This is an optimization exercise on Yosys and OpenROAD, whose aim is small area, a short achievable clock period and few clock cycles, not a production implementation.

Design cnn, start of the top module:
module cnn(
  input             clk,
  input             rst,
  input             en,
  input      [7:0]  ps_rd,
  input      [7:0]  in_rd,
  input      [7:0]  w_rd,
  input      [7:0]  b_rd,
  input      [7:0]  out_rd,
  output reg        done,
  output     [15:0] ps_ra,
  output     [15:0] in_ad,
  output reg        in_we,
  output     [7:0]  in_wd,
  output     [15:0] w_ra,
  output     [15:0] b_ra,
  output     [15:0] out_ad,
  output reg        out_we,
  output     [7:0]  out_wd
);
Size: about 5,200 cells after synthesis, roughly 890 flip-flops, roughly 140 I/O pins, ~50,000 um^2 of cells after synthesis.
clock: 11.0 ns
lec_check: 0
cap_margin: 20
core_margin: 2
core_utilization: 65
cts_buf_list: sky130_fd_sc_hd__clkbuf_16
cts_cluster_size: 30
place_density: 0.75
slew_margin: 20
standard.sh (not shown) runs the stock make flow with config.mk's settings and CLKGATE_MAP_FILE= SYNTH_SCRIPT=/design/flow/synth_recipe.tcl, a recipe that flattens the netlist after the stock synthesis.
==> flow/flow/run.sh <==
#!/bin/bash
set -euo pipefail
export BUFFER_PORTS_ARGS="-buffer_cell sky130_fd_sc_hd__buf_2"
export SETUP_SLACK_MARGIN=7.5
bash standard.sh > standard.log 2>&1
Edit:
--- a/flow/design.v
+++ b/flow/design.v
@@ -47,38 +47,32 @@
   blk_last  <= (j1 == pK) & il & nl;
   quad_last <= (j1 == pK) & il & nl & (tc == {1'b0, pC[7:1]}) & (tr == {1'b0, pR[7:1]});
   conv_last <= (j1 == pK) & il & nl & (tc == {1'b0, pC[7:1]}) & (tr == {1'b0, pR[7:1]}) &
                ({mq1, 2'b00} >= {1'b0, pM});
 end
 wire [15:0] tb_next = tcl ? (trl ? 16'd0 : tb + dT) : tb + {7'd0, pS, 1'b0};
-wire [15:0] vb_next = blk_last ? tb_next : vb + (~jl ? 16'd1 : ~il_r ? {8'd0, pIC} : dN);
+reg  [15:0] vb_next;    
+always @(posedge clk) vb_next <= blk_last ? tb_next : vb + (~jl ? 16'd1 : ~il_r ? {8'd0, pIC} : dN);
 reg [15:0] wv, wa, wb;
 reg        wval, wfirst, wlast, wqlast;
 reg [5:0]  wmq;
 wire [15:0] wa_add = wa + (ph3 ? 16'd1 : NKK);
 wire [15:0] wv_next = wval ? (wlast ? (wqlast ? wa_add : wb) : wv + 16'd1) : wv;
 assign in_ad  = la;
 assign w_ra   = wa;
 assign b_ra   = {8'd0, wmq, q};
 reg [7:0]  wr0, wr1, wr2, wr3, br;    
 reg [31:0] sh, xm;             
 reg [11:0] p0, p1, p2, p3;     
-reg [7:0]  g0, g1, g2, g3;     
 reg [11:0] a00, a01, a02, a03, a10, a11, a12, a13;
 reg [11:0] a20, a21, a22, a23, a30, a31, a32, a33;
 reg [19:0] h0, h1, h2, h3;     
 reg v1, f1, l1, v2, f2, l2, l3, l4;
-function [11:0] mlo;
-  input [7:0] x;
-  input [3:0] w;
-  mlo = {{4{x[7]}}, x} * {8'd0, w};
-endfunction
-function [7:0] mhi;
-  input [7:0] x;
-  input [3:0] w;
-  mhi = x * {{4{w[3]}}, w};
+function [11:0] mul;
+  input [7:0] x, w;
+  mul = {{4{x[7]}}, x} * {{4{w[7]}}, w};
 endfunction
 function [4:0] relu;
   input [11:0] a;
   relu = a[11] ? 5'd0 : {1'b0, a[7:4]} + {4'd0, a[3]};
 endfunction
 wire [11:0] bias = {br, 4'd0};
@@ -87,24 +81,20 @@
   wr1 <= v1 ? w_rd : 8'd0;
   wr2 <= v1 ? w_rd : 8'd0;
   wr3 <= v1 ? w_rd : 8'd0;
   br  <= b_rd;
   sh  <= {in_rd, sh[31:8]};
   if (ph1) xm <= sh;
-  p0 <= mlo(xm[7:0],   wr0[3:0]);
-  p1 <= mlo(xm[15:8],  wr1[3:0]);
-  p2 <= mlo(xm[23:16], wr2[3:0]);
-  p3 <= mlo(xm[31:24], wr3[3:0]);
-  g0 <= mhi(xm[7:0],   wr0[7:4]);
-  g1 <= mhi(xm[15:8],  wr1[7:4]);
-  g2 <= mhi(xm[23:16], wr2[7:4]);
-  g3 <= mhi(xm[31:24], wr3[7:4]);
-  a00 <= f2 ? bias : a01; a01 <= a02; a02 <= a03; a03 <= a00 + p0 + {g0, 4'd0};
-  a10 <= f2 ? bias : a11; a11 <= a12; a12 <= a13; a13 <= a10 + p1 + {g1, 4'd0};
-  a20 <= f2 ? bias : a21; a21 <= a22; a22 <= a23; a23 <= a20 + p2 + {g2, 4'd0};
-  a30 <= f2 ? bias : a31; a31 <= a32; a32 <= a33; a33 <= a30 + p3 + {g3, 4'd0};
+  p0 <= mul(xm[7:0],   wr0);
+  p1 <= mul(xm[15:8],  wr1);
+  p2 <= mul(xm[23:16], wr2);
+  p3 <= mul(xm[31:24], wr3);
+  a00 <= f2 ? bias : a01; a01 <= a02; a02 <= a03; a03 <= a00 + p0;
+  a10 <= f2 ? bias : a11; a11 <= a12; a12 <= a13; a13 <= a10 + p1;
+  a20 <= f2 ? bias : a21; a21 <= a22; a22 <= a23; a23 <= a20 + p2;
+  a30 <= f2 ? bias : a31; a31 <= a32; a32 <= a33; a33 <= a30 + p3;
 end
 reg        wbusy, wfin, wpend;
 reg [3:0]  wk;
 reg [15:0] wo, ob;
 reg        crow, cqend;
 reg [5:0]  cmq;
Result:
- final area climbs by 1.2%
- first-iteration DRC count climbs by 12%
- maximum frequency drops by 11%
- non-clock buffer count climbs by 49
- clock skew climbs by 0.0050 ns
- wire length climbs by 3.3%
- area after synthesis stays flat
- worst hold slack is worse by 0.020 ns
No functional check of the RTL was part of any run of this note.

## what the ideal ports hide
No port has a modelled driver above. Below, the same layouts with a new extraction and two added sets of constraints. Step 1 assumes that a clkbuf_16 drives the clock port and a buf_2 every other input. Step 2, shift: input delay + t, output delay - t, t = (earliest + latest rising clock arrival at the registers) / 2. This alone moves slack from input paths to output paths. Three values: no drivers, after step 1, after step 2; two values: the first two.
| run | shift t [ns] | setup slack, ns | hold slack, ns | worst register clock-pin slew, ns | pins driven straight from the clock port |
|---|---|---|---|---|---|
| the first run | 0.726 | 7.435 / 7.435 / 7.435 | 0.325 / 0.325 / 0.325 | 0.07 / 0.07 | 1 |
| the second run | 0.740 | 7.003 / 7.003 / 7.003 | 0.305 / 0.305 / 0.305 | 0.07 / 0.07 | 1 |
After both steps setup and hold are still met in every run listed.
